This is an optimization exercise on Yosys and OpenROAD, whose aim is small area, a short achievable clock period and few clock cycles per item, not a production implementation.
Where RTL was checked, it was by simulation tests only, not by an equivalence proof against the original.
Function not checked in runs 2 and 3: the RTL went through the layout flow alone.

**flow/flow/run.sh**
```bash
#!/bin/bash
# The standard layout (standard.sh), with one change: the input and output
# ports are buffered with sky130_fd_sc_hd__buf_1 instead of the default port
# buffer cell. standard.sh's full output goes to flow.log; ORFS keeps each
# step's own log under orfs/logs/.
set -o pipefail
export BUFFER_PORTS_ARGS="-buffer_cell sky130_fd_sc_hd__buf_1"
bash standard.sh > flow.log 2>&1
```
**flow/standard.sh**
```bash
#!/bin/bash
# synth_recipe.tcl (not shown) runs the flow's synth.tcl, then flattens the netlist and writes it again
# the make line also repeats each setting of config.mk as NAME=value (left out here)
make -C /OpenROAD-flow-scripts/flow DESIGN_CONFIG=/design/flow/config.mk WORK_HOME=/design/flow/orfs CLKGATE_MAP_FILE= SYNTH_SCRIPT=/design/flow/synth_recipe.tcl "${@:-finish}"
```
**flow/config.mk**
```make
export PLATFORM = sky130hd
export DESIGN_NAME = geofence
export DESIGN_NICKNAME = geofence
export VERILOG_FILES = /design/flow/design.v
export SDC_FILE = /design/flow/constraint.sdc
export NUM_CORES = 4
export LEC_CHECK = 0
export CAP_MARGIN = 20
export CORE_MARGIN = 2
export CORE_UTILIZATION = 40
export CTS_BUF_LIST = sky130_fd_sc_hd__clkbuf_4 sky130_fd_sc_hd__clkbuf_8
export SETUP_SLACK_MARGIN = 1.5
export SLEW_MARGIN = 20
export SYNTH_HIERARCHICAL = 1
export SYNTH_MINIMUM_KEEP_SIZE = 0
```
**flow/constraint.sdc**
```tcl
create_clock -name core_clock -period 7.5 [get_ports {clk}]
set_input_delay 1.5000 -clock core_clock [delete_from_list [all_inputs] [get_ports {clk}]]
set_output_delay 1.5000 -clock core_clock [all_outputs]
set_load 0.01 [all_outputs]
```
**flow/design.v**
```verilog
module FA (input a, input b, input c, output s, output co);
    assign s = a ^ b ^ c;
    assign co = (a & b) | (c & (a ^ b));
endmodule
module HA (input a, input b, output s, output co);
    assign s = a ^ b;
    assign co = a & b;
endmodule
module GPI (input a, input b, output ng, output np);
    assign ng = ~(a & b);
    assign np = ~(a | b);
endmodule
module MGI (input gh, input ph, input gl, input pl, output g, output p);
    assign g = ~(gh & (ph | gl));
    assign p = ~(ph | pl);
endmodule
module MGP (input gh, input ph, input gl, input pl, output g, output p);
    assign g = ~(gh | (ph & gl));
    assign p = ~(ph & pl);
endmodule
module INV2 (input g, input p, output gn, output pn);
    assign gn = ~g;
    assign pn = ~p;
endmodule
module CSEL (input s, input a, input b, output y);
    assign y = s ? a : b;
endmodule
module CrossProduct (input [10:0] ax,
                     input [10:0] ay,
                     input [10:0] bx,
                     input [10:0] by,
                     input [9:0] nax,
                     input [9:0] nby,
                     output pos);
    wire [9:0] na = nax, nb = nby, mc = ay[9:0], md = bx[9:0];
    wire n1 = ax[10] ^ by[10];    
    wire n2 = ay[10] ^ bx[10];    
    wire x, pa, pb;
    assign pa = n1 ? (n2 & ~x) : (n2 | x);
    assign pb = n1 ? (n2 & x) : (n2 | ~x);
    wire p1, q2, p3, q4, p5, q6, p7, q8, p9, q10, p11, q12, p13, q14, p15, q16;
    wire p17, q18, p19, q20, p21, q22, p23, q24, p25, q26, p27, q28, p29, q30, p31, q32;
    wire p33, q34, p35, q36, p37, q38, p39, q40, p41, q42, p43, q44, p45, q46, p47, q48;
    wire p49, q50, p51, q52, p53, q54, p55, q56, p57, q58, p59, q60, p61, q62, p63, q64;
    wire p65, q66, p67, q68, p69, q70, p71, q72, p73, q74, p75, q76, p77, q78, p79, q80;
    wire p81, q82, p83, q84, p85, q86, p87, q88, p89, q90, p91, q92, p93, q94, p95, q96;
    wire p97, q98, p99, q100, p101, q102, p103, q104, p105, q106, p107, q108, p109, q110, p111, q112;
    wire p113, q114, p115, q116, p117, q118, p119, q120, p121, q122, p123, q124, p125, q126, p127, q128;
    wire p129, q130, p131, q132, p133, q134, p135, q136, p137, q138, p139, q140, p141, q142, p143, q144;
    wire p145, q146, p147, q148, p149, q150, p151, q152, p153, q154, p155, q156, p157, q158, p159, q160;
    wire p161, q162, p163, q164, p165, q166, p167, q168, p169, q170, p171, q172, p173, q174, p175, q176;
    wire p177, q178, p179, q180, p181, q182, p183, q184, p185, q186, p187, q188, p189, q190, p191, q192;
    wire p193, q194, p195, q196, p197, q198, p199, q200, s201, c202, s203, c204, s205, c206, s207, c208;
    wire s209, c210, s211, c212, s213, c214, s215, c216, s217, c218, s219, c220, s221, c222, s223, c224;
    wire s225, c226, s227, c228, s229, c230, s231, c232, s233, c234, s235, c236, s237, c238, s239, c240;
    wire s241, c242, s243, c244, s245, c246, s247, c248, s249, c250, s251, c252, s253, c254, s255, c256;
    wire s257, c258, s259, c260, s261, c262, s263, c264, s265, c266, s267, c268, s269, c270, s271, c272;
    wire s273, c274, s275, c276, s277, c278, s279, c280, s281, c282, s283, c284, s285, c286, s287, c288;
    wire s289, c290, s291, c292, s293, c294, s295, c296, s297, c298, s299, c300, s301, c302, s303, c304;
    wire s305, c306, s307, c308, s309, c310, s311, c312, s313, c314, s315, c316, s317, c318, s319, c320;
    wire s321, c322, s323, c324, s325, c326, s327, c328, s329, c330, s331, c332, s333, c334, s335, c336;
    wire s337, c338, s339, c340, s341, c342, s343, c344, s345, c346, s347, c348, s349, c350, s351, c352;
    wire s353, c354, s355, c356, s357, c358, s359, c360, s361, c362, s363, c364, s365, c366, s367, c368;
    wire s369, c370, s371, c372, s373, c374, s375, c376, s377, c378, s379, c380, s381, c382, s383, c384;
    wire s385, c386, s387, c388, s389, c390, s391, c392, s393, c394, s395, c396, s397, c398, s399, c400;
    wire s401, c402, s403, c404, s405, c406, s407, c408, s409, c410, s411, c412, s413, c414, s415, c416;
    wire s417, c418, s419, c420, s421, c422, s423, c424, s425, c426, s427, c428, s429, c430, s431, c432;
    wire s433, c434, s435, c436, s437, c438, s439, c440, s441, c442, s443, c444, s445, c446, s447, c448;
    wire s449, c450, s451, c452, s453, c454, s455, c456, s457, c458, s459, c460, s461, c462, s463, c464;
    wire s465, c466, s467, c468, s469, c470, s471, c472, s473, c474, s475, c476, s477, c478, s479, c480;
    wire s481, c482, s483, c484, s485, c486, s487, c488, s489, c490, s491, c492, s493, c494, s495, c496;
    wire s497, c498, s499, c500, s501, c502, s503, c504, s505, c506, s507, c508, s509, c510, s511, c512;
    wire s513, c514, s515, c516, s517, c518, s519, c520, s521, c522, s523, c524, s525, c526, s527, c528;
    wire s529, c530, s531, c532, s533, c534, s535, c536, s537, c538, s539, c540, s541, c542, s543, c544;
    wire s545, c546, s547, c548, s549, c550, s551, c552, s553, c554, s555, c556, s557, c558, s559, c560;
    wire s561, c562, s563, c564, g565, t566, g567, t568, g569, t570, g571, t572, g573, t574, g575, t576;
    wire g577, t578, g579, t580, g581, t582, g583, t584, g585, t586, g587, t588, g589, t590, g591, t592;
    wire g593, t594, g595, t596, g597, t598, g599, t600, g601, t602, g603, t604, G605, P606, G607, P608;
    wire G609, P610, G611, P612, G613, P614, G615, P616, G617, P618, G619, P620, G621, P622, G623, P624;
    wire G625, P626, G627, P628, G629, P630, G631, P632, G633, P634, G635, P636, G637, P638, G639, P640;
    wire G641, P642, G643, P644, G645, P646;
    assign p1 = ~(na[0] | nb[0]);
    assign q2 = ~(mc[0] & md[0]);
    assign p3 = ~(na[0] | nb[1]);
    assign q4 = ~(mc[0] & md[1]);
    assign p5 = ~(na[0] | nb[2]);
    assign q6 = ~(mc[0] & md[2]);
    assign p7 = ~(na[0] | nb[3]);
    assign q8 = ~(mc[0] & md[3]);
    assign p9 = ~(na[0] | nb[4]);
    assign q10 = ~(mc[0] & md[4]);
    assign p11 = ~(na[0] | nb[5]);
    assign q12 = ~(mc[0] & md[5]);
    assign p13 = ~(na[0] | nb[6]);
    assign q14 = ~(mc[0] & md[6]);
    assign p15 = ~(na[0] | nb[7]);
    assign q16 = ~(mc[0] & md[7]);
    assign p17 = ~(na[0] | nb[8]);
    assign q18 = ~(mc[0] & md[8]);
    assign p19 = ~(na[0] | nb[9]);
    assign q20 = ~(mc[0] & md[9]);
    assign p21 = ~(na[1] | nb[0]);
    assign q22 = ~(mc[1] & md[0]);
    assign p23 = ~(na[1] | nb[1]);
    assign q24 = ~(mc[1] & md[1]);
    assign p25 = ~(na[1] | nb[2]);
    assign q26 = ~(mc[1] & md[2]);
    assign p27 = ~(na[1] | nb[3]);
    assign q28 = ~(mc[1] & md[3]);
    assign p29 = ~(na[1] | nb[4]);
    assign q30 = ~(mc[1] & md[4]);
    assign p31 = ~(na[1] | nb[5]);
    assign q32 = ~(mc[1] & md[5]);
    assign p33 = ~(na[1] | nb[6]);
    assign q34 = ~(mc[1] & md[6]);
    assign p35 = ~(na[1] | nb[7]);
    assign q36 = ~(mc[1] & md[7]);
    assign p37 = ~(na[1] | nb[8]);
    assign q38 = ~(mc[1] & md[8]);
    assign p39 = ~(na[1] | nb[9]);
    assign q40 = ~(mc[1] & md[9]);
    assign p41 = ~(na[2] | nb[0]);
    assign q42 = ~(mc[2] & md[0]);
    assign p43 = ~(na[2] | nb[1]);
    assign q44 = ~(mc[2] & md[1]);
    assign p45 = ~(na[2] | nb[2]);
    assign q46 = ~(mc[2] & md[2]);
    assign p47 = ~(na[2] | nb[3]);
    assign q48 = ~(mc[2] & md[3]);
    assign p49 = ~(na[2] | nb[4]);
    assign q50 = ~(mc[2] & md[4]);
    assign p51 = ~(na[2] | nb[5]);
    assign q52 = ~(mc[2] & md[5]);
    assign p53 = ~(na[2] | nb[6]);
    assign q54 = ~(mc[2] & md[6]);
    assign p55 = ~(na[2] | nb[7]);
    assign q56 = ~(mc[2] & md[7]);
    assign p57 = ~(na[2] | nb[8]);
    assign q58 = ~(mc[2] & md[8]);
    assign p59 = ~(na[2] | nb[9]);
    assign q60 = ~(mc[2] & md[9]);
    assign p61 = ~(na[3] | nb[0]);
    assign q62 = ~(mc[3] & md[0]);
    assign p63 = ~(na[3] | nb[1]);
    assign q64 = ~(mc[3] & md[1]);
    assign p65 = ~(na[3] | nb[2]);
    assign q66 = ~(mc[3] & md[2]);
    assign p67 = ~(na[3] | nb[3]);
    assign q68 = ~(mc[3] & md[3]);
    assign p69 = ~(na[3] | nb[4]);
    assign q70 = ~(mc[3] & md[4]);
    assign p71 = ~(na[3] | nb[5]);
    assign q72 = ~(mc[3] & md[5]);
    assign p73 = ~(na[3] | nb[6]);
    assign q74 = ~(mc[3] & md[6]);
    assign p75 = ~(na[3] | nb[7]);
    assign q76 = ~(mc[3] & md[7]);
    assign p77 = ~(na[3] | nb[8]);
    assign q78 = ~(mc[3] & md[8]);
    assign p79 = ~(na[3] | nb[9]);
    assign q80 = ~(mc[3] & md[9]);
    assign p81 = ~(na[4] | nb[0]);
    assign q82 = ~(mc[4] & md[0]);
    assign p83 = ~(na[4] | nb[1]);
    assign q84 = ~(mc[4] & md[1]);
    assign p85 = ~(na[4] | nb[2]);
    assign q86 = ~(mc[4] & md[2]);
    assign p87 = ~(na[4] | nb[3]);
    assign q88 = ~(mc[4] & md[3]);
    assign p89 = ~(na[4] | nb[4]);
    assign q90 = ~(mc[4] & md[4]);
    assign p91 = ~(na[4] | nb[5]);
    assign q92 = ~(mc[4] & md[5]);
    assign p93 = ~(na[4] | nb[6]);
    assign q94 = ~(mc[4] & md[6]);
    assign p95 = ~(na[4] | nb[7]);
    assign q96 = ~(mc[4] & md[7]);
    assign p97 = ~(na[4] | nb[8]);
    assign q98 = ~(mc[4] & md[8]);
    assign p99 = ~(na[4] | nb[9]);
    assign q100 = ~(mc[4] & md[9]);
    assign p101 = ~(na[5] | nb[0]);
    assign q102 = ~(mc[5] & md[0]);
    assign p103 = ~(na[5] | nb[1]);
    assign q104 = ~(mc[5] & md[1]);
    assign p105 = ~(na[5] | nb[2]);
    assign q106 = ~(mc[5] & md[2]);
    assign p107 = ~(na[5] | nb[3]);
    assign q108 = ~(mc[5] & md[3]);
    assign p109 = ~(na[5] | nb[4]);
    assign q110 = ~(mc[5] & md[4]);
    assign p111 = ~(na[5] | nb[5]);
    assign q112 = ~(mc[5] & md[5]);
    assign p113 = ~(na[5] | nb[6]);
    assign q114 = ~(mc[5] & md[6]);
    assign p115 = ~(na[5] | nb[7]);
    assign q116 = ~(mc[5] & md[7]);
    assign p117 = ~(na[5] | nb[8]);
    assign q118 = ~(mc[5] & md[8]);
    assign p119 = ~(na[5] | nb[9]);
    assign q120 = ~(mc[5] & md[9]);
    assign p121 = ~(na[6] | nb[0]);
    assign q122 = ~(mc[6] & md[0]);
    assign p123 = ~(na[6] | nb[1]);
    assign q124 = ~(mc[6] & md[1]);
    assign p125 = ~(na[6] | nb[2]);
    assign q126 = ~(mc[6] & md[2]);
    assign p127 = ~(na[6] | nb[3]);
    assign q128 = ~(mc[6] & md[3]);
    assign p129 = ~(na[6] | nb[4]);
    assign q130 = ~(mc[6] & md[4]);
    assign p131 = ~(na[6] | nb[5]);
    assign q132 = ~(mc[6] & md[5]);
    assign p133 = ~(na[6] | nb[6]);
    assign q134 = ~(mc[6] & md[6]);
    assign p135 = ~(na[6] | nb[7]);
    assign q136 = ~(mc[6] & md[7]);
    assign p137 = ~(na[6] | nb[8]);
    assign q138 = ~(mc[6] & md[8]);
    assign p139 = ~(na[6] | nb[9]);
    assign q140 = ~(mc[6] & md[9]);
    assign p141 = ~(na[7] | nb[0]);
    assign q142 = ~(mc[7] & md[0]);
    assign p143 = ~(na[7] | nb[1]);
    assign q144 = ~(mc[7] & md[1]);
    assign p145 = ~(na[7] | nb[2]);
    assign q146 = ~(mc[7] & md[2]);
    assign p147 = ~(na[7] | nb[3]);
    assign q148 = ~(mc[7] & md[3]);
    assign p149 = ~(na[7] | nb[4]);
    assign q150 = ~(mc[7] & md[4]);
    assign p151 = ~(na[7] | nb[5]);
    assign q152 = ~(mc[7] & md[5]);
    assign p153 = ~(na[7] | nb[6]);
    assign q154 = ~(mc[7] & md[6]);
    assign p155 = ~(na[7] | nb[7]);
    assign q156 = ~(mc[7] & md[7]);
    assign p157 = ~(na[7] | nb[8]);
    assign q158 = ~(mc[7] & md[8]);
    assign p159 = ~(na[7] | nb[9]);
    assign q160 = ~(mc[7] & md[9]);
    assign p161 = ~(na[8] | nb[0]);
    assign q162 = ~(mc[8] & md[0]);
    assign p163 = ~(na[8] | nb[1]);
    assign q164 = ~(mc[8] & md[1]);
    assign p165 = ~(na[8] | nb[2]);
    assign q166 = ~(mc[8] & md[2]);
    assign p167 = ~(na[8] | nb[3]);
    assign q168 = ~(mc[8] & md[3]);
    assign p169 = ~(na[8] | nb[4]);
    assign q170 = ~(mc[8] & md[4]);
    assign p171 = ~(na[8] | nb[5]);
    assign q172 = ~(mc[8] & md[5]);
    assign p173 = ~(na[8] | nb[6]);
    assign q174 = ~(mc[8] & md[6]);
    assign p175 = ~(na[8] | nb[7]);
    assign q176 = ~(mc[8] & md[7]);
    assign p177 = ~(na[8] | nb[8]);
    assign q178 = ~(mc[8] & md[8]);
    assign p179 = ~(na[8] | nb[9]);
    assign q180 = ~(mc[8] & md[9]);
    assign p181 = ~(na[9] | nb[0]);
    assign q182 = ~(mc[9] & md[0]);
    assign p183 = ~(na[9] | nb[1]);
    assign q184 = ~(mc[9] & md[1]);
    assign p185 = ~(na[9] | nb[2]);
    assign q186 = ~(mc[9] & md[2]);
    assign p187 = ~(na[9] | nb[3]);
    assign q188 = ~(mc[9] & md[3]);
    assign p189 = ~(na[9] | nb[4]);
    assign q190 = ~(mc[9] & md[4]);
    assign p191 = ~(na[9] | nb[5]);
    assign q192 = ~(mc[9] & md[5]);
    assign p193 = ~(na[9] | nb[6]);
    assign q194 = ~(mc[9] & md[6]);
    assign p195 = ~(na[9] | nb[7]);
    assign q196 = ~(mc[9] & md[7]);
    assign p197 = ~(na[9] | nb[8]);
    assign q198 = ~(mc[9] & md[8]);
    assign p199 = ~(na[9] | nb[9]);
    assign q200 = ~(mc[9] & md[9]);
    assign s201 = ~(q20 ^ q38);
    assign c202 = q20 | q38;
    assign s203 = ~q40;
    assign c204 = q40;
    assign s205 = ~(q14 ^ q32);
    assign c206 = q14 | q32;
    assign s207 = ~(q16 ^ q34);
    assign c208 = q16 | q34;
    FA fs209 (.a(q52), .b(q70), .c(q88), .s(s209), .co(c210));
    HA hs211 (.a(q106), .b(q124), .s(s211), .co(c212));
    assign s213 = ~(q18 ^ q36);
    assign c214 = q18 | q36;
    FA fs215 (.a(q54), .b(q72), .c(q90), .s(s215), .co(c216));
    FA fs217 (.a(q108), .b(q126), .c(q144), .s(s217), .co(c218));
    FA fs219 (.a(q162), .b(p17), .c(p35), .s(s219), .co(c220));
    HA hs221 (.a(p53), .b(p71), .s(s221), .co(c222));
    FA fs223 (.a(q56), .b(q74), .c(q92), .s(s223), .co(c224));
    FA fs225 (.a(q110), .b(q128), .c(q146), .s(s225), .co(c226));
    FA fs227 (.a(q164), .b(q182), .c(p19), .s(s227), .co(c228));
    FA fs229 (.a(p37), .b(p55), .c(p73), .s(s229), .co(c230));
    FA fs231 (.a(p91), .b(p109), .c(p127), .s(s231), .co(c232));
    HA hs233 (.a(p145), .b(p163), .s(s233), .co(c234));
    FA fs235 (.a(q58), .b(q76), .c(q94), .s(s235), .co(c236));
    FA fs237 (.a(q112), .b(q130), .c(q148), .s(s237), .co(c238));
    FA fs239 (.a(q166), .b(q184), .c(p39), .s(s239), .co(c240));
    FA fs241 (.a(p57), .b(p75), .c(p93), .s(s241), .co(c242));
    FA fs243 (.a(p111), .b(p129), .c(p147), .s(s243), .co(c244));
    FA fs245 (.a(p165), .b(p183), .c(s203), .s(s245), .co(c246));
    FA fs247 (.a(q60), .b(q78), .c(q96), .s(s247), .co(c248));
    FA fs249 (.a(q114), .b(q132), .c(q150), .s(s249), .co(c250));
    FA fs251 (.a(q168), .b(q186), .c(p59), .s(s251), .co(c252));
    FA fs253 (.a(p77), .b(p95), .c(p113), .s(s253), .co(c254));
    FA fs255 (.a(p131), .b(p149), .c(p167), .s(s255), .co(c256));
    FA fs257 (.a(q80), .b(q98), .c(q116), .s(s257), .co(c258));
    FA fs259 (.a(q134), .b(q152), .c(q170), .s(s259), .co(c260));
    FA fs261 (.a(q188), .b(p79), .c(p97), .s(s261), .co(c262));
    FA fs263 (.a(q100), .b(q118), .c(q136), .s(s263), .co(c264));
    assign s265 = ~(q10 ^ q28);
    assign c266 = q10 | q28;
    assign s267 = ~(q12 ^ q30);
    assign c268 = q12 | q30;
    FA fs269 (.a(q48), .b(q66), .c(q84), .s(s269), .co(c270));
    HA hs271 (.a(q102), .b(p11), .s(s271), .co(c272));
    FA fs273 (.a(q50), .b(q68), .c(q86), .s(s273), .co(c274));
    FA fs275 (.a(q104), .b(q122), .c(p13), .s(s275), .co(c276));
    FA fs277 (.a(p31), .b(p49), .c(p67), .s(s277), .co(c278));
    HA hs279 (.a(p85), .b(p103), .s(s279), .co(c280));
    FA fs281 (.a(q142), .b(p15), .c(p33), .s(s281), .co(c282));
    FA fs283 (.a(p51), .b(p69), .c(p87), .s(s283), .co(c284));
    FA fs285 (.a(p105), .b(p123), .c(p141), .s(s285), .co(c286));
    FA fs287 (.a(s211), .b(c206), .c(s207), .s(s287), .co(c288));
    FA fs289 (.a(p89), .b(p107), .c(p125), .s(s289), .co(c290));
    FA fs291 (.a(p143), .b(p161), .c(c212), .s(s291), .co(c292));
    FA fs293 (.a(c208), .b(c210), .c(s221), .s(s293), .co(c294));
    FA fs295 (.a(s213), .b(s215), .c(s217), .s(s295), .co(c296));
    FA fs297 (.a(p181), .b(c222), .c(c214), .s(s297), .co(c298));
    FA fs299 (.a(c216), .b(c218), .c(s233), .s(s299), .co(c300));
    FA fs301 (.a(s223), .b(s225), .c(s201), .s(s301), .co(c302));
    FA fs303 (.a(c220), .b(s227), .c(s229), .s(s303), .co(c304));
    FA fs305 (.a(c234), .b(c202), .c(c224), .s(s305), .co(c306));
    FA fs307 (.a(c226), .b(s235), .c(s237), .s(s307), .co(c308));
    FA fs309 (.a(c228), .b(c230), .c(c232), .s(s309), .co(c310));
    FA fs311 (.a(s239), .b(s241), .c(s243), .s(s311), .co(c312));
    FA fs313 (.a(p185), .b(c204), .c(c236), .s(s313), .co(c314));
    FA fs315 (.a(c238), .b(s247), .c(s249), .s(s315), .co(c316));
    FA fs317 (.a(c240), .b(c242), .c(c244), .s(s317), .co(c318));
    FA fs319 (.a(s251), .b(s253), .c(s255), .s(s319), .co(c320));
    FA fs321 (.a(p115), .b(p133), .c(p151), .s(s321), .co(c322));
    FA fs323 (.a(p169), .b(p187), .c(c248), .s(s323), .co(c324));
    FA fs325 (.a(c250), .b(s257), .c(s259), .s(s325), .co(c326));
    FA fs327 (.a(c252), .b(c254), .c(c256), .s(s327), .co(c328));
    FA fs329 (.a(q154), .b(q172), .c(q190), .s(s329), .co(c330));
    FA fs331 (.a(p99), .b(p117), .c(p135), .s(s331), .co(c332));
    FA fs333 (.a(p153), .b(p171), .c(p189), .s(s333), .co(c334));
    FA fs335 (.a(c258), .b(c260), .c(s263), .s(s335), .co(c336));
    FA fs337 (.a(q120), .b(q138), .c(q156), .s(s337), .co(c338));
    FA fs339 (.a(q174), .b(q192), .c(p119), .s(s339), .co(c340));
    FA fs341 (.a(p137), .b(p155), .c(p173), .s(s341), .co(c342));
    FA fs343 (.a(q140), .b(q158), .c(q176), .s(s343), .co(c344));
    assign s345 = ~q6;
    assign c346 = q6;
    assign s347 = ~(q8 ^ q26);
    assign c348 = q8 | q26;
    FA fs349 (.a(q44), .b(q62), .c(p7), .s(s349), .co(c350));
    FA fs351 (.a(q46), .b(q64), .c(q82), .s(s351), .co(c352));
    FA fs353 (.a(p9), .b(p27), .c(p45), .s(s353), .co(c354));
    HA hs355 (.a(p63), .b(p81), .s(s355), .co(c356));
    FA fs357 (.a(p29), .b(p47), .c(p65), .s(s357), .co(c358));
    FA fs359 (.a(p83), .b(p101), .c(c266), .s(s359), .co(c360));
    FA fs361 (.a(s271), .b(s267), .c(s269), .s(s361), .co(c362));
    FA fs363 (.a(p121), .b(c272), .c(c268), .s(s363), .co(c364));
    FA fs365 (.a(c270), .b(s279), .c(s273), .s(s365), .co(c366));
    FA fs367 (.a(s205), .b(s275), .c(s277), .s(s367), .co(c368));
    FA fs369 (.a(c280), .b(c274), .c(s209), .s(s369), .co(c370));
    FA fs371 (.a(c276), .b(c278), .c(s281), .s(s371), .co(c372));
    FA fs373 (.a(s283), .b(s285), .c(s287), .s(s373), .co(c374));
    FA fs375 (.a(c282), .b(c284), .c(c286), .s(s375), .co(c376));
    FA fs377 (.a(s289), .b(s219), .c(s291), .s(s377), .co(c378));
    FA fs379 (.a(c288), .b(s293), .c(s295), .s(s379), .co(c380));
    FA fs381 (.a(c290), .b(s231), .c(c292), .s(s381), .co(c382));
    FA fs383 (.a(c294), .b(s297), .c(c296), .s(s383), .co(c384));
    FA fs385 (.a(s299), .b(s301), .c(s303), .s(s385), .co(c386));
    FA fs387 (.a(s245), .b(c298), .c(c300), .s(s387), .co(c388));
    FA fs389 (.a(s305), .b(c302), .c(s307), .s(s389), .co(c390));
    FA fs391 (.a(s309), .b(c304), .c(s311), .s(s391), .co(c392));
    FA fs393 (.a(c246), .b(c306), .c(s313), .s(s393), .co(c394));
    FA fs395 (.a(c308), .b(c310), .c(s315), .s(s395), .co(c396));
    FA fs397 (.a(s317), .b(c312), .c(s319), .s(s397), .co(c398));
    FA fs399 (.a(s321), .b(s261), .c(c314), .s(s399), .co(c400));
    FA fs401 (.a(s323), .b(c316), .c(c318), .s(s401), .co(c402));
    FA fs403 (.a(s325), .b(s327), .c(c320), .s(s403), .co(c404));
    FA fs405 (.a(s329), .b(c262), .c(c322), .s(s405), .co(c406));
    FA fs407 (.a(s331), .b(s333), .c(c324), .s(s407), .co(c408));
    FA fs409 (.a(c326), .b(c328), .c(s335), .s(s409), .co(c410));
    FA fs411 (.a(p191), .b(c264), .c(c330), .s(s411), .co(c412));
    FA fs413 (.a(s337), .b(c332), .c(c334), .s(s413), .co(c414));
    FA fs415 (.a(s339), .b(s341), .c(c336), .s(s415), .co(c416));
    FA fs417 (.a(q194), .b(p139), .c(p157), .s(s417), .co(c418));
    FA fs419 (.a(p175), .b(p193), .c(c338), .s(s419), .co(c420));
    FA fs421 (.a(s343), .b(c340), .c(c342), .s(s421), .co(c422));
    FA fs423 (.a(q160), .b(q178), .c(q196), .s(s423), .co(c424));
    FA fs425 (.a(p159), .b(p177), .c(p195), .s(s425), .co(c426));
    assign s427 = ~q4;
    assign c428 = q4;
    FA fs429 (.a(q24), .b(q42), .c(p5), .s(s429), .co(c430));
    HA hs431 (.a(p23), .b(p41), .s(s431), .co(c432));
    FA fs433 (.a(p25), .b(p43), .c(p61), .s(s433), .co(c434));
    FA fs435 (.a(c346), .b(s347), .c(s349), .s(s435), .co(c436));
    FA fs437 (.a(c348), .b(s355), .c(s351), .s(s437), .co(c438));
    FA fs439 (.a(s265), .b(c350), .c(s353), .s(s439), .co(c440));
    FA fs441 (.a(c356), .b(c352), .c(c354), .s(s441), .co(c442));
    FA fs443 (.a(s357), .b(s359), .c(s361), .s(s443), .co(c444));
    FA fs445 (.a(c358), .b(c360), .c(s363), .s(s445), .co(c446));
    FA fs447 (.a(c362), .b(s365), .c(s367), .s(s447), .co(c448));
    FA fs449 (.a(c364), .b(c366), .c(s369), .s(s449), .co(c450));
    FA fs451 (.a(c368), .b(s371), .c(s373), .s(s451), .co(c452));
    FA fs453 (.a(c370), .b(s375), .c(c372), .s(s453), .co(c454));
    FA fs455 (.a(s377), .b(c374), .c(s379), .s(s455), .co(c456));
    FA fs457 (.a(c376), .b(s381), .c(c378), .s(s457), .co(c458));
    FA fs459 (.a(s383), .b(c380), .c(s385), .s(s459), .co(c460));
    FA fs461 (.a(c382), .b(c384), .c(s387), .s(s461), .co(c462));
    FA fs463 (.a(s389), .b(c386), .c(s391), .s(s463), .co(c464));
    FA fs465 (.a(c388), .b(s393), .c(c390), .s(s465), .co(c466));
    FA fs467 (.a(s395), .b(c392), .c(s397), .s(s467), .co(c468));
    FA fs469 (.a(s399), .b(c394), .c(c396), .s(s469), .co(c470));
    FA fs471 (.a(s401), .b(s403), .c(c398), .s(s471), .co(c472));
    FA fs473 (.a(s405), .b(c400), .c(s407), .s(s473), .co(c474));
    FA fs475 (.a(c402), .b(c404), .c(s409), .s(s475), .co(c476));
    FA fs477 (.a(s411), .b(c406), .c(s413), .s(s477), .co(c478));
    FA fs479 (.a(c408), .b(s415), .c(c410), .s(s479), .co(c480));
    FA fs481 (.a(s417), .b(c412), .c(s419), .s(s481), .co(c482));
    FA fs483 (.a(c414), .b(s421), .c(c416), .s(s483), .co(c484));
    FA fs485 (.a(c344), .b(s423), .c(c418), .s(s485), .co(c486));
    FA fs487 (.a(s425), .b(c420), .c(c422), .s(s487), .co(c488));
    FA fs489 (.a(q180), .b(q198), .c(p179), .s(s489), .co(c490));
    FA fs491 (.a(p197), .b(c424), .c(c426), .s(s491), .co(c492));
    HA hs493 (.a(q22), .b(p3), .s(s493), .co(c494));
    FA fs495 (.a(c428), .b(s345), .c(s431), .s(s495), .co(c496));
    FA fs497 (.a(c432), .b(c430), .c(s433), .s(s497), .co(c498));
    FA fs499 (.a(c434), .b(s437), .c(c436), .s(s499), .co(c500));
    FA fs501 (.a(c438), .b(s441), .c(c440), .s(s501), .co(c502));
    FA fs503 (.a(c442), .b(s445), .c(c444), .s(s503), .co(c504));
    FA fs505 (.a(c446), .b(s449), .c(c448), .s(s505), .co(c506));
    FA fs507 (.a(c450), .b(s453), .c(c452), .s(s507), .co(c508));
    FA fs509 (.a(c454), .b(s457), .c(c456), .s(s509), .co(c510));
    FA fs511 (.a(c458), .b(s461), .c(c460), .s(s511), .co(c512));
    FA fs513 (.a(c462), .b(s465), .c(c464), .s(s513), .co(c514));
    FA fs515 (.a(c466), .b(s469), .c(s471), .s(s515), .co(c516));
    FA fs517 (.a(s473), .b(c470), .c(c472), .s(s517), .co(c518));
    FA fs519 (.a(s477), .b(c474), .c(s479), .s(s519), .co(c520));
    FA fs521 (.a(s481), .b(c478), .c(s483), .s(s521), .co(c522));
    FA fs523 (.a(s485), .b(c482), .c(s487), .s(s523), .co(c524));
    FA fs525 (.a(s489), .b(c486), .c(s491), .s(s525), .co(c526));
    FA fs527 (.a(q200), .b(p199), .c(c490), .s(s527), .co(c528));
    HA hs529 (.a(p21), .b(s427), .s(s529), .co(c530));
    FA fs531 (.a(c494), .b(s429), .c(s495), .s(s531), .co(c532));
    FA fs533 (.a(c496), .b(s497), .c(s435), .s(s533), .co(c534));
    FA fs535 (.a(c498), .b(s439), .c(s499), .s(s535), .co(c536));
    FA fs537 (.a(c500), .b(s443), .c(s501), .s(s537), .co(c538));
    FA fs539 (.a(c502), .b(s447), .c(s503), .s(s539), .co(c540));
    FA fs541 (.a(c504), .b(s451), .c(s505), .s(s541), .co(c542));
    FA fs543 (.a(c506), .b(s455), .c(s507), .s(s543), .co(c544));
    FA fs545 (.a(s459), .b(c508), .c(s509), .s(s545), .co(c546));
    FA fs547 (.a(s463), .b(c510), .c(s511), .s(s547), .co(c548));
    FA fs549 (.a(s467), .b(c512), .c(s513), .s(s549), .co(c550));
    FA fs551 (.a(c468), .b(c514), .c(s515), .s(s551), .co(c552));
    FA fs553 (.a(s475), .b(s517), .c(c516), .s(s553), .co(c554));
    FA fs555 (.a(c476), .b(c518), .c(s519), .s(s555), .co(c556));
    FA fs557 (.a(c480), .b(s521), .c(c520), .s(s557), .co(c558));
    FA fs559 (.a(c484), .b(s523), .c(c522), .s(s559), .co(c560));
    FA fs561 (.a(c488), .b(s525), .c(c524), .s(s561), .co(c562));
    FA fs563 (.a(c492), .b(s527), .c(c526), .s(s563), .co(c564));
    GPI ug565 (.a(q2), .b(p1), .ng(g565), .np(t566));
    GPI ug567 (.a(s493), .b(s529), .ng(g567), .np(t568));
    GPI ug569 (.a(c530), .b(s531), .ng(g569), .np(t570));
    GPI ug571 (.a(c532), .b(s533), .ng(g571), .np(t572));
    GPI ug573 (.a(c534), .b(s535), .ng(g573), .np(t574));
    GPI ug575 (.a(c536), .b(s537), .ng(g575), .np(t576));
    GPI ug577 (.a(c538), .b(s539), .ng(g577), .np(t578));
    GPI ug579 (.a(c540), .b(s541), .ng(g579), .np(t580));
    GPI ug581 (.a(c542), .b(s543), .ng(g581), .np(t582));
    GPI ug583 (.a(c544), .b(s545), .ng(g583), .np(t584));
    GPI ug585 (.a(c546), .b(s547), .ng(g585), .np(t586));
    GPI ug587 (.a(c548), .b(s549), .ng(g587), .np(t588));
    GPI ug589 (.a(c550), .b(s551), .ng(g589), .np(t590));
    GPI ug591 (.a(s553), .b(c552), .ng(g591), .np(t592));
    GPI ug593 (.a(c554), .b(s555), .ng(g593), .np(t594));
    GPI ug595 (.a(s557), .b(c556), .ng(g595), .np(t596));
    GPI ug597 (.a(s559), .b(c558), .ng(g597), .np(t598));
    GPI ug599 (.a(s561), .b(c560), .ng(g599), .np(t600));
    GPI ug601 (.a(s563), .b(c562), .ng(g601), .np(t602));
    GPI ug603 (.a(c528), .b(c564), .ng(g603), .np(t604));
    MGI mG605 (.gh(g603), .ph(t604), .gl(g601), .pl(t602), .g(G605), .p(P606));
    MGI mG607 (.gh(g599), .ph(t600), .gl(g597), .pl(t598), .g(G607), .p(P608));
    MGI mG609 (.gh(g595), .ph(t596), .gl(g593), .pl(t594), .g(G609), .p(P610));
    MGI mG611 (.gh(g591), .ph(t592), .gl(g589), .pl(t590), .g(G611), .p(P612));
    MGI mG613 (.gh(g587), .ph(t588), .gl(g585), .pl(t586), .g(G613), .p(P614));
    MGI mG615 (.gh(g583), .ph(t584), .gl(g581), .pl(t582), .g(G615), .p(P616));
    MGI mG617 (.gh(g579), .ph(t580), .gl(g577), .pl(t578), .g(G617), .p(P618));
    MGI mG619 (.gh(g575), .ph(t576), .gl(g573), .pl(t574), .g(G619), .p(P620));
    MGI mG621 (.gh(g571), .ph(t572), .gl(g569), .pl(t570), .g(G621), .p(P622));
    MGI mG623 (.gh(g567), .ph(t568), .gl(g565), .pl(t566), .g(G623), .p(P624));
    MGP mG625 (.gh(G605), .ph(P606), .gl(G607), .pl(P608), .g(G625), .p(P626));
    MGP mG627 (.gh(G609), .ph(P610), .gl(G611), .pl(P612), .g(G627), .p(P628));
    MGP mG629 (.gh(G613), .ph(P614), .gl(G615), .pl(P616), .g(G629), .p(P630));
    MGP mG631 (.gh(G617), .ph(P618), .gl(G619), .pl(P620), .g(G631), .p(P632));
    MGP mG633 (.gh(G621), .ph(P622), .gl(G623), .pl(P624), .g(G633), .p(P634));
    MGI mG635 (.gh(G625), .ph(P626), .gl(G627), .pl(P628), .g(G635), .p(P636));
    MGI mG637 (.gh(G629), .ph(P630), .gl(G631), .pl(P632), .g(G637), .p(P638));
    INV2 iG639 (.g(G633), .p(P634), .gn(G639), .pn(P640));
    MGP mG641 (.gh(G635), .ph(P636), .gl(G637), .pl(P638), .g(G641), .p(P642));
    INV2 iG643 (.g(G639), .p(P640), .gn(G643), .pn(P644));
    MGI mG645 (.gh(G641), .ph(P642), .gl(G643), .pl(P644), .g(G645), .p(P646));
    assign x = 1'b1;
    CSEL usel (.s(G645), .a(pa), .b(pb), .y(pos));
endmodule
module geofence (clk,
                 reset,
                 X,
                 Y,
                 valid,
                 is_inside);
    input clk;
    input reset;
    input [9:0] X;
    input [9:0] Y;
    output valid;
    output is_inside;
    reg [3:0] cnt;
    reg [9:0] px, py;
    reg [10:0] ux, sx, sy, ex, ey;        
    reg uys;                              
    reg [9:0] uyn;                        
    wire [10:0] uy = {uys, ~uyn};
    reg ins, vld;
    wire cs, ce;
    wire [9:0] nsx = ~sx[9:0], nex = ~ex[9:0], nuy = uyn;
    CrossProduct C0 (.ax(sx), .ay(sy), .bx(ux), .by(uy), .nax(nsx), .nby(nuy), .pos(cs));
    CrossProduct C1 (.ax(ex), .ay(ey), .bx(ux), .by(uy), .nax(nex), .nby(nuy), .pos(ce));
    assign valid = vld;
    assign is_inside = ins;
    always @(posedge clk or posedge reset) begin
        if (reset) begin
            cnt <= 4'd0;
            vld <= 1'b0;
        end else begin
            cnt <= (cnt == 4'd8) ? 4'd0 : cnt + 4'd1;
            vld <= (cnt == 4'd7);
        end
    end
    wire [10:0] dx = {1'b0, X} - {1'b0, px};
    wire [10:0] dy = {1'b0, Y} - {1'b0, py};
    wire [9:0] lx, ly;    
    assign lx[0] = 1'b0;
    assign ly[0] = 1'b0;
    genvar j;
    generate
        for (j = 1; j < 10; j = j + 1) begin : neg
            assign lx[j] = lx[j-1] | dx[j-1];
            assign ly[j] = ly[j-1] | dy[j-1];
        end
    endgenerate
    wire [9:0] mx = dx[9:0] ^ ({10{dx[10]}} & lx);
    wire [9:0] my = dy[9:0] ^ ({10{dy[10]}} & ly);
    wire place = cnt >= 4'd3 && cnt <= 4'd7;
    always @(posedge clk) begin
        if (cnt == 4'd0) begin
            px <= X;
            py <= Y;
        end
        ux <= {dx[10], mx};
        uys <= dy[10];
        uyn <= ~my;
        if (cnt == 4'd2 || (place && !cs && !ce)) begin
            sx <= ux;
            sy <= uy;
        end
        if (cnt == 4'd2 || (place && cs && ce)) begin
            ex <= ux;
            ey <= uy;
        end
        if (cnt == 4'd2)
            ins <= 1'b0;
        else if (place && !cs && ce)
            ins <= 1'b1;
    end
endmodule
```
==> results of run 1 <==
-- metal layers --
layer  up-vias  wire length (µm)  part of all wire (%)  track usage (%)
li1       4275                 -                     -                -
met5         -                 0                     0                0
met4         0               531                   1.6             4.32
met3        37              2190                   6.7             3.11
met2       342             16600                    50             33.3
met1      4879             13600                    41             25.8
-- final cells by class --
type	count	area, µm²
tap	455	569
inverter	92	368
clock inverter	5	82.6
clock buffer	11	145
multi-input combinational	1119	10800
sequential	92	2550
timing repair buffer	70	467
fill	3292	19600
-- sequential cells by signal, summed over array words and instances, names as in the netlist, 4 cells and up --
name	count
ex	11
ey	11
sx	11
sy	11
ux	11
px	10
py	10
uyn	10
cnt	4
-- layout by cell type, fill, tap and decap left out, types with 2 or more instances in the layout --
master      count
o21ai_2        27
buf_4          44
o2111ai_1       2
clkinvlp_4      6
mux2_4          2
nor4_1          2
buf_8           2
o21ai_0         7
o211a_1         2
o211ai_1        3
dfxtp_2         7
xnor2_1        23
nor2_1        283
dfxtp_1         7
o21ai_4         3
nand2_1       244
bufinv_16       2
ha_1           56
fa_1          327
a211oi_1        5
edfxtp_1       64
a21oi_1        17
o21bai_1        2
inv_1          86
nand2b_1        6
dfxtp_4         9
clkbuf_8       10
buf_1          23
a21o_1          3
a21oi_2        15
nor2b_1         7
xor2_1         14
dfrtp_1         5
and2_1         36
a31oi_1         2
nand3_1         4
-- worst max-delay path by stage --
stage / from / end / slack [ns] / cells after the start
finish: sx[2] / sx[10] / 1.75 / 18
global route: sx[5] / sx[8] / 1.48 / 18
CTS: uyn[1] / sx[3] / 1.51 / 17
detailed placement: ux[2] / sy[1] / 1.09 / 18
global placement: ux[2] / sy[0] / 1.14 / 18
floorplan: ux[9] / ex[0] / 1.65 / 17
-- worst register-to-register path, stage by stage (launching register included) --
cell and delay [ns]:
edfxtp_1 0.38, clkinvlp_4 0.27, nor2_1 0.22, fa_1 0.45, fa_1 0.52, fa_1 0.43, fa_1 0.43, fa_1 0.41
fa_1 0.53, nor2_1 0.07, nor2_1 0.17, nand2_1 0.11, nor2_1 0.17, nand2_1 0.12, o21ai_4 0.22, mux2_4 0.34
nor3_2 0.21, nand2b_2 0.19, o21ai_2 0.18
-- through the flow --
| step | std cells | utilization [%] | hold slack [ns] | setup slack [ns] |
|---|---|---|---|---|
| global route | 1844 | 43.4 | 0.528 | 1.48 |
| CTS | 1818 | 42.5 | 0.489 | 1.51 |
| floorplan | 1386 | - | 0.437 | 1.65 |
| detailed placement | 1802 | 41.8 | 0.476 | 1.09 |
| global placement | 1802 | 41.8 | 0.474 | 1.14 |
| finish | 1844 | 43.4 | 0.493 | 1.75 |
-- what timing repair did --
action | 4_1_cts | 5_1_grt
endpoints found under the setup margin | 44 | 44
resized for setup | 15 | 26
gates cloned | 0 | 3
pin swaps | 0 | 0
setup buffers | 0 | 23
==> key figures, run 1 <==
Min path
  – Hold Path Origin: cnt[0]
  – HP Class: register to register
  – Hold path depth: 1
  – Hold Path End: cnt[0]

Global routing
  – Vias in the first global route: 10.4k
  – Largest net degree at the start of global routing: 23
  – Antenna violations before repair: 0
  – Total GRT Usage: 19.4%
  – Global-route wire length before repair: around 55000 µm
  – Grt total ovfl: 0

Cells and area
  – Layout area overhead: 6.42%
  – Fin area: 0.0150 mm²
  – Diode count: 0
  – Share of layout cells above drive strength 1: between 10% and 20%
  – Layout Nets: 1789

Critical path
  – Setup crit end kind: register
  – FF-to-FF path depth: 18
  – WP buf/inv: 1
  – FF-to-FF End: sx[10]
  – Crit path max-delay family: adder cells
  – Slowest stage cell, crit path: fa_1
  – CP Data Required Time: between 7 and 8 ns
  – Reg-to-reg slack, setup: 1.75 ns
  – Startpoint Class: register
  – Worst Path Max Fanout: 10
  – WS Path Type: register to register
  – Worst R2R Start: sx[2]
  – Data arrival time of the worst path: 5.79 ns
  – Max incr delay on CP: 0.53 ns
  – Critical path, cell by cell: clkinvlp_4, nor2_1, fa_1, fa_1, fa_1, fa_1, fa_1, fa_1, nor2_1, nor2_1, nand2_1, nor2_1, nand2_1, o21ai_4, mux2_4, nor3_2, nand2b_2, o21ai_2
  – Most frequent CP cell: fa_1

Drt
  – Drt via density: 5.17
  – Routed Antenna Nets: 0
  – Wire per inst: 17.8 µm
  – Pre-Repair DR Iteration Count: 6
  – Starting DRT DRC Count: 590
  – Routed WL: 32900 µm
  – Vias: ~9.5k
  – Drt drc: 0

CTS
  – # hold bufs at CTS: 0
  – Clock sinks: around 90
  – Clock buffer depth: 2
  – Number of H-tree levels: 3
  – CTS Root Cell: clkbuf_8
  – Clock Latency Late Sink: around 0.36 ns
  – Clock transition at path regs: 0.09 ns
  – CTS Buf Count: 9
  – CTS tree: done

Die
  – Core ar.: 0.0346 mm²
  – Die Width: 192 µm
  – Rows: 68
  – Die area: 0.0368 mm²
  – Initial Utilization: 40.8%
  – Ports: 24
  – Die Ht: 192 µm

Synth
  – Syn Std Cell Area: 0.0141 mm²
  – Synth Net Count: 1791
  – Mean Syn Cell Area: 10.2 µm²
  – Synth warn: 7
  – Mapped Cells: 1386

Place
  – Final HPWL DP: 26200 µm
  – Area post-placement: 0.0145 mm²
  – Routability cong.: 0.844
  – Port bufs: 23

Timing
  – Setup Skew: 0.00858 ns
  – Highest Clock Rate: 0.174 GHz
  – Final Cycle Share: between 70% and 80%
  – Actual slew at the worst max-slew pin: 0.866 ns
  – Final setup vio count: 0
  – Final hold vios: 0
  – Shortest period the worst path allows: 5.75 ns
  – RSZ-0062 raised after global routing: false
  – Worst slew margin: 42.3%
  – Final TNS setup: 0 ns
  – Final slew viol count: 0

Flow run
  – Max-Cap Viols: 0

Outcome
  – Outcome: finished clean
Testbench counts, summed over its fixed seeds: cycles 28,800, tests 3,200.
==> inputs of run 2 (changes only) <==
--- a/flow/design.v
+++ b/flow/design.v
@@ -529,15 +529,24 @@
     output is_inside;
     reg [3:0] cnt;
     reg [9:0] px, py;
-    reg [10:0] ux, sx, sy, ex, ey;        
-    reg uys;                              
-    reg [9:0] uyn;                        
-    wire [10:0] uy = {uys, ~uyn};
+    reg ux_s, uy_s, upx_s, upy_s, sx_s, sy_s, ex_s, ey_s;
+    reg [9:0] ux_m, upx_m, sx_m, ex_m;    
+    reg [9:0] uy_n, upy_n, sy_n, ey_n;    
+    reg sel_s, sel_e;
     reg ins, vld;
+    wire scx_s = sel_s ? upx_s : sx_s;
+    wire scy_s = sel_s ? upy_s : sy_s;
+    wire ecx_s = sel_e ? upx_s : ex_s;
+    wire ecy_s = sel_e ? upy_s : ey_s;
+    wire [9:0] scx_n = ~(sel_s ? upx_m : sx_m);
+    wire [9:0] scy_m = ~(sel_s ? upy_n : sy_n);
+    wire [9:0] ecx_n = ~(sel_e ? upx_m : ex_m);
+    wire [9:0] ecy_m = ~(sel_e ? upy_n : ey_n);
     wire cs, ce;
-    wire [9:0] nsx = ~sx[9:0], nex = ~ex[9:0], nuy = uyn;
-    CrossProduct C0 (.ax(sx), .ay(sy), .bx(ux), .by(uy), .nax(nsx), .nby(nuy), .pos(cs));
-    CrossProduct C1 (.ax(ex), .ay(ey), .bx(ux), .by(uy), .nax(nex), .nby(nuy), .pos(ce));
+    CrossProduct C0 (.ax({scx_s, 10'd0}), .ay({scy_s, scy_m}), .bx({ux_s, ux_m}), .by({uy_s, 10'd0}),
+                     .nax(scx_n), .nby(uy_n), .pos(cs));
+    CrossProduct C1 (.ax({ecx_s, 10'd0}), .ay({ecy_s, ecy_m}), .bx({ux_s, ux_m}), .by({uy_s, 10'd0}),
+                     .nax(ecx_n), .nby(uy_n), .pos(ce));
     assign valid = vld;
     assign is_inside = ins;
     always @(posedge clk or posedge reset) begin
@@ -569,17 +578,28 @@
             px <= X;
             py <= Y;
         end
-        ux <= {dx[10], mx};
-        uys <= dy[10];
-        uyn <= ~my;
-        if (cnt == 4'd2 || (place && !cs && !ce)) begin
-            sx <= ux;
-            sy <= uy;
+        ux_s <= dx[10];
+        ux_m <= mx;
+        uy_s <= dy[10];
+        uy_n <= ~my;
+        upx_s <= ux_s;
+        upx_m <= ux_m;
+        upy_s <= uy_s;
+        upy_n <= uy_n;
+        if (sel_s) begin
+            sx_s <= upx_s;
+            sx_m <= upx_m;
+            sy_s <= upy_s;
+            sy_n <= upy_n;
         end
-        if (cnt == 4'd2 || (place && cs && ce)) begin
-            ex <= ux;
-            ey <= uy;
+        if (sel_e) begin
+            ex_s <= upx_s;
+            ex_m <= upx_m;
+            ey_s <= upy_s;
+            ey_n <= upy_n;
         end
+        sel_s <= cnt == 4'd2 || (place && !cs && !ce);
+        sel_e <= cnt == 4'd2 || (place && cs && ce);
         if (cnt == 4'd2)
             ins <= 1'b0;
         else if (place && !cs && ce)
==> flow/run.sh (new file) <==
#!/bin/bash
# synth_recipe.tcl (not shown) runs the flow's synth.tcl, then flattens the netlist and writes it again
# the make line also repeats each setting of config.mk as NAME=value (left out here)
make -C /OpenROAD-flow-scripts/flow DESIGN_CONFIG=/design/flow/config.mk WORK_HOME=/design/flow/orfs CLKGATE_MAP_FILE= SYNTH_SCRIPT=/design/flow/synth_recipe.tcl finish
removed: flow/flow/run.sh
removed: flow/standard.sh
==> key figures, run 2 <==
Place
  – Final HPWL DP: 28000 µm (was 26200 µm)
  – Routability cong.: 0.851 (was 0.844)
  – Port bufs: 23 (unchanged)
  – Dpl ws: 0.975 ns (was 1.09 ns)
  – Area post-placement: 0.0155 mm² (was 0.0145 mm²)

Drt
  – Routed WL: 35400 µm (was 32900 µm)
  – Wire per inst: 17.7 µm (was 17.8 µm)
  – Drt via density: 5.15 (was 5.17)
  – Routed Antenna Nets: 0 (unchanged)
  – Starting DRT DRC Count: 507 (was 590)
  – Vias: 10.3k (was 9533)
  – Drt drc: 0 (unchanged)
  – Pre-Repair DR Iteration Count: 6 (unchanged)

Critical path
  – Worst Path Max Fanout: 9 (was 10)
  – Setup crit end kind: register (unchanged)
  – Reg-to-reg slack, setup: 1.65 ns (was 1.75 ns)
  – Startpoint Class: register (unchanged)
  – WS Path Type: register to register (unchanged)
  – CP Data Required Time: 7.85 ns (was 7.54 ns)
  – Data arrival time of the worst path: 6.20 ns (was 5.79 ns)

Global routing
  – Largest net degree at the start of global routing: 22 (was 23)
  – GRT met2 Usage: 35.5% (was 33.3%)
  – Antenna violations before repair: 0 (unchanged)
  – Busiest grt layer: met2 (unchanged)
  – Grt total ovfl: 0 (unchanged)
  – Total GRT Usage: 20.0% (was 19.4%)
  – Grt met3 use: 3.16% (was 3.11%)
  – Vias in the first global route: 11.6k (was 10.4k)
  – Global-route wire length before repair: 59600 µm (was 54600 µm)
  – Met1 Use GR: 25.1% (was 25.8%)

Die
  – Core ar.: 0.0364 mm² (was 0.0346 mm²)
  – Rows: 70 (was 68)
  – Die Width: 196 µm (was 192 µm)
  – Ports: 24 (unchanged)
  – Die area: 0.0383 mm² (was 0.0368 mm²)
  – Initial Utilization: 40.4% (was 40.8%)
  – Die Ht: 196 µm (was 192 µm)

Timing
  – Worst slew margin: 45.4% (was 42.3%)
  – RSZ-0062 raised after global routing: false (unchanged)
  – Shortest period the worst path allows: 5.85 ns (was 5.75 ns)
  – Highest Clock Rate: 0.171 GHz (was 0.174 GHz)
  – Hold slack: 0.398 ns (was 0.493 ns)
  – Final hold vios: 0 (unchanged)
  – Actual slew at the worst max-slew pin: 0.818 ns (was 0.866 ns)
  – Setup Skew: 0.0192 ns (was 0.00858 ns)
  – Final WS setup: 1.65 ns (was 1.75 ns)
  – Final slew viol count: 0 (unchanged)
  – Final TNS setup: 0 ns (unchanged)
  – Final setup vio count: 0 (unchanged)
  – Final Cycle Share: 77.9% (was 76.7%)

CTS
  – Clock sinks: 116 (was 92)
  – CTS Buf Count: 17 (was 9)
  – CTS tree: done (unchanged)
  – CTS Root Cell: clkbuf_8 (unchanged)
  – Clock transition at path regs: 0.08 ns (was 0.09 ns)
  – Number of H-tree levels: 4 (was 3)
  – Clock buffer depth: 2 (unchanged)
  – Clock Latency Late Sink: 0.45 ns (was 0.36 ns)

Cells and area
  – Multi-input gate area: 0.0113 mm² (was 0.0108 mm²)
  – Commonest cells after routing, fill and taps aside: fa_1 (327), nor2_1 (273), nand2_1 (236), inv_1 (109), dfxtp_1 (85) (was fa_1 (327), nor2_1 (283), nand2_1 (244), inv_1 (86), edfxtp_1 (64))
  – FILL cells: 3492 (was 3292)
  – Layout area overhead: 10.3% (was 6.42%)
  – Layout Nets: 1919 (was 1789)
  – Most common cell after layout, fill and taps aside: fa_1 (unchanged)
  – Register area: 0.00256 mm² (was 0.00255 mm²)
  – Share of layout cells above drive strength 1: 12.5% (was 10.2%)
  – Diode count: 0 (unchanged)
  – Fin area: 0.0162 mm² (was 0.0150 mm²)

Synth
  – Mean Syn Cell Area: 9.98 µm² (was 10.2 µm²)
  – Synth Net Count: 1879 (was 1791)
  – Mapped Cells: 1474 (was 1386)
  – Synth warn: 7 (unchanged)
  – Syn Std Cell Area: 0.0147 mm² (was 0.0141 mm²)

Min path
  – HP Class: register to register (unchanged)

Flow run
  – Max-Cap Viols: 0 (unchanged)

Outcome
  – Outcome: finished clean (unchanged)
==> run 2: cell count changes in the layout (fill, tap and decap cells not counted), sizes merged, moves of 8 or more <==
| cell | change |
|---|---|
| nor2 | -9 |
| edfxtp | -44 |
| mux2i | +42 |
| buf | +18 |
| clkdlybuf4s50 | +23 |
| inv | +29 |
| dfxtp | +68 |
| nand2 | -8 |
==> run 2: layout make-up <==
class / instances / share of cell area [%]
Clock inverter: 14 / 0.894
Timing Repair Buffer: 112 / 5.85
Sequential cell: 116 / 15.8
Inverter: 110 / 2.54
Clock buffer: 18 / 1.49
Tap cell: 468 / 3.61
Multi-Input combinational cell: 1157 / 69.8
==> run 2: path summary, 6_finish.rpt <==
check / depth (start not counted) / from / to
max in group asynchronous: 2 / reset / cnt[2]
min in group asynchronous: 2 / reset / vld
max reg2reg: 19 / sel_s / sel_s
min: 0 / ux_s / upx_s
min reg2reg: 0 / ux_s / upx_s
max: 19 / sel_s / sel_s
==> run 2: metrics by stage <==
step                      util (%)  cells
after floorplan                  -   1474
after global placement        42.6   1939
after detailed placement      42.6   1939
after CTS                     43.8   1971
after global routing          44.5   1995
final                         44.5   1995
==> run 2: what timing repair did <==
action,in CTS,in global routing
cloned,0,1
pin swaps,0,2
gates resized for setup,8,20
endpoints found under the setup margin,3,3
endpoints found under the hold margin,0,0
hold buffers,0,0
buffers inserted,0,23
==> run 2: per-layer routing <==
metal	routed length, µm	share of wire (%)	vias up
met5	0	0	-
met4	929	2.6	0
met3	2160	6.1	58
met2	17900	51	335
met1	14400	41	5254
li1	-	-	4627
==> run 2: critical path, stage by stage, from the launching register on <==
cell,delay [ns]
dfxtp_4,0.43
buf_4,0.18
mux2i_1,0.20
buf_4,0.20
nand2_1,0.10
fa_1,0.54
fa_1,0.56
fa_1,0.46
fa_1,0.41
fa_1,0.47
fa_1,0.51
nor2_1,0.07
nor2_1,0.17
nand2_1,0.12
nor2_2,0.16
nand2_1,0.11
o21ai_4,0.18
mux2_4,0.34
or3_1,0.38
a21oi_1,0.16
==> inputs of run 3 (changes only) <==
--- a/flow/config.mk
+++ b/flow/config.mk
@@ -9,7 +9,7 @@
 export CORE_MARGIN = 2
 export CORE_UTILIZATION = 40
 export CTS_BUF_LIST = sky130_fd_sc_hd__clkbuf_4 sky130_fd_sc_hd__clkbuf_8
-export SETUP_SLACK_MARGIN = 1.5
+export SETUP_SLACK_MARGIN = 1.75
 export SLEW_MARGIN = 20
 export SYNTH_HIERARCHICAL = 1
 export SYNTH_MINIMUM_KEEP_SIZE = 0
==> key figures, run 3 <==
Outcome
  – Outcome: finished clean (unchanged)

Drt
  – Pre-Repair DR Iteration Count: 5 (was 6)
  – Routed length on met1: 14400 µm (about the same)
  – Drt via density: 5.15 (about the same)
  – Routed Antenna Nets: 0 (unchanged)
  – Drt drc: 0 (unchanged)
  – DR top layer: met4 (unchanged)
  – Starting DRT DRC Count: 522 (was 507)
  – Routed WL: 36000 µm (was 35400 µm)
  – Vias: 10.4k (was 10.3k)
  – Met3 WL: 2350 µm (was 2160 µm)
  – Wire per inst: 17.9 µm (was 17.7 µm)
  – Met2 routed WL: 17900 µm (about the same)

Cells and area
  – Most common cell after layout, fill and taps aside: fa_1 (unchanged)
  – Fin area: 0.0165 mm² (was 0.0162 mm²)
  – Layout Nets: 1940 (was 1919)
  – Layout area overhead: 12.2% (was 10.3%)
  – Layout Cells excl Fill: 2016 (was 1995)
  – Share of layout cells above drive strength 1: 15.5% (was 12.5%)
  – FILL cells: 3492 (unchanged)
  – Commonest cells after routing, fill and taps aside: fa_1 (319), nor2_1 (266), nand2_1 (233), inv_1 (109), buf_4 (101) (was fa_1 (327), nor2_1 (273), nand2_1 (236), inv_1 (109), dfxtp_1 (85))
  – Diode count: 0 (unchanged)

Timing
  – Final TNS setup: 0 ns (unchanged)
  – Final setup vio count: 0 (unchanged)
  – Highest Clock Rate: 0.174 GHz (was 0.171 GHz)
  – RSZ-0062 raised after global routing: true (was false)
  – Final slew viol count: 0 (unchanged)
  – Actual slew at the worst max-slew pin: 0.816 ns (was 0.818 ns)
  – Final Cycle Share: 76.5% (was 77.9%)
  – Shortest period the worst path allows: 5.74 ns (was 5.85 ns)
  – Worst slew margin: 45.5% (was 45.4%)
  – Final WS setup: 1.76 ns (was 1.65 ns)
  – Setup Skew: 0.0256 ns (was 0.0192 ns)
  – Final hold vios: 0 (unchanged)

Synth
  – Mean Syn Cell Area: 9.98 µm² (unchanged)
  – Synth warn: 7 (unchanged)
  – Synth Net Count: 1879 (unchanged)
  – Mapped Cells: 1474 (unchanged)
  – Syn Std Cell Area: 0.0147 mm² (unchanged)

Flow run
  – Max-Cap Viols: 0 (unchanged)

CTS
  – CTS Buf Count: 17 (unchanged)
  – Number of H-tree levels: 4 (unchanged)
  – Clock sinks: 116 (unchanged)
  – # hold bufs at CTS: 0 (unchanged)
  – CTS Root Cell: clkbuf_8 (unchanged)
  – Clock Latency Late Sink: 0.45 ns (about the same)
  – CTS tree: done (unchanged)
  – Clock transition at path regs: 0.08 ns (about the same)
  – Clock buffer depth: 2 (unchanged)

Place
  – Area post-placement: 0.0155 mm² (about the same)
  – Placed insts: 1938 (was 1939)
  – Final HPWL DP: 28000 µm (about the same)
  – Port bufs: 23 (unchanged)
  – Dpl ws: 0.835 ns (was 0.975 ns)
  – Routability cong.: 0.856 (was 0.851)

Die
  – Die Ht: 196 µm (unchanged)
  – Die area: 0.0383 mm² (unchanged)
  – Ports: 24 (unchanged)
  – Die Width: 196 µm (unchanged)
  – Core ar.: 0.0364 mm² (unchanged)
  – Rows: 70 (unchanged)
  – Initial Utilization: 40.4% (unchanged)

Critical path
  – Reg-to-reg slack, setup: 1.76 ns (was 1.65 ns)
  – Startpoint Class: register (unchanged)
  – Critical path, cell by cell: buf_6, mux2i_2, buf_4, buf_6, nand2_1, fa_1, fa_1, fa_1, fa_1, fa_1, fa_1, nor2_1, nor2_1, nand2_1, nor2_4, nand2_2, o21ai_4, mux2_4, or3_1, a21oi_1 (was buf_4, mux2i_1, buf_4, nand2_1, fa_1, fa_1, fa_1, fa_1, fa_1, fa_1, nor2_1, nor2_1, nand2_1, nor2_2, nand2_1, o21ai_4, mux2_4, or3_1, a21oi_1)
  – Data arrival time of the worst path: 6.09 ns (was 6.20 ns)
  – FF-to-FF End: sel_s (unchanged)
  – CP Data Required Time: 7.85 ns (about the same)
  – FF-to-FF path depth: 20 (was 19)
  – Worst Path Max Fanout: 6 (was 9)
  – Max incr delay on CP: 0.54 ns (was 0.56 ns)
  – WP buf/inv: 3 (was 2)
  – Setup crit end kind: register (unchanged)
  – WS Path Type: register to register (unchanged)
  – Slowest stage cell, crit path: fa_1 (unchanged)
  – Crit path max-delay family: adder cells (unchanged)
  – Worst R2R Start: sel_e (was sel_s)
  – Most frequent CP cell: fa_1 (unchanged)

Min path
  – Hold Path End: upy_s (was upx_s)
  – Hold path depth: 0 (unchanged)
  – HP Class: register to register (unchanged)
  – Hold Path Origin: uy_s (was ux_s)

Global routing
  – Total GRT Usage: 20.2% (was 20.0%)
  – Global-route wire length before repair: 60200 µm (was 59600 µm)
  – Antenna violations before repair: 0 (unchanged)
  – Grt total ovfl: 0 (unchanged)
  – Vias in the first global route: 11.7k (was 11.6k)
  – Largest net degree at the start of global routing: 22 (unchanged)
==> run 3: changes by cell type in the layout (fill, tap and decap cells not counted), sizes merged <==
cell	previous run	this run
clkdlybuf4s15	1	0
clkbuf	18	17
clkinvlp	3	0
buf	88	110
bufinv	1	0
clkinv	3	5
inv	117	120
==> run 3: stage by stage <==
step / util, % / hold slack [ns]
after floorplan: - / 0.341
after global placement: 42.6 / 0.394
after detailed placement: 42.6 / 0.396
after CTS: 44.9 / 0.406
after global routing: 45.3 / 0.412
final: 45.3 / 0.402
==> run 3: routing by layer <==
metal | global-route usage, % | vias to the layer above
met5 | 0 | -
met4 | 8.42 | 0
met3 | 3.89 | 81
met2 | 34.5 | 366
met1 | 25.1 | 5246
li1 | - | 4685
==> run 3: worst max path at each step <==
stage,slack [ns],from,cells after the start,to
6_report,1.76,sel_e,20,sel_s
5_1_grt,1.58,sel_e,21,ins
4_1_cts,1.75,sel_s,19,sel_s
3_5_place_dp,0.83,sel_e,18,ins
3_3_place_gp,0.86,sel_e,18,ins
2_1_floorplan,1.79,sel_s,20,sel_s
==> run 3: area by class of cell <==
class                   count  area [µm²]  area share, %
repair buffers            133        1110           6.70
flip-flops and latches    116        2570           15.5
clock inverters            15         179           1.08
inverters                 110         413           2.50
clock buffers              17         234           1.42
multi-input cells        1157       11400           69.2
well taps                 468         586           3.55
==> run 3: repair_timing <==
| item | 4_1_cts | 5_1_grt |
|---|---|---|
| setup buffers | 36 | 10 |
| pin swaps | 26 | 7 |
| gates resized for setup | 49 | 16 |
| endpoints found under the setup margin | 3 | 3 |

-- afterwards: timing with drivers on the ports --
No port has a modelled driver above. Below, the same layouts with a new extraction and two added sets of constraints. Step 1, drivers: a clkbuf_16 drives clk and a buf_2 each remaining input, both assumed. Step 2 times the ports against the registers' clock, not the clock port: input delays grow and output delays shrink by t, the midpoint of the rising clock arrivals with the driver on. Three values: ideal ports, drivers, drivers and shift; two values: the first two.
run | shift t [ns] | slack for setup (ns) | worst hold slack (ns) | clock arrival spread, ns | cell pins on the clock port's net
run 1 | 0.397 | 1.747 / 1.747 / 1.747 | 0.493 / 0.493 / 0.493 | 0.009 / 0.009 | 1
run 2 | 0.480 | 1.655 / 1.655 / 1.655 | 0.398 / 0.398 / 0.398 | 0.020 / 0.020 | 1
run 3 | 0.478 | 1.762 / 1.762 / 1.762 | 0.402 / 0.402 / 0.402 | 0.026 / 0.026 | 1
After both steps setup and hold are still met in every run listed.
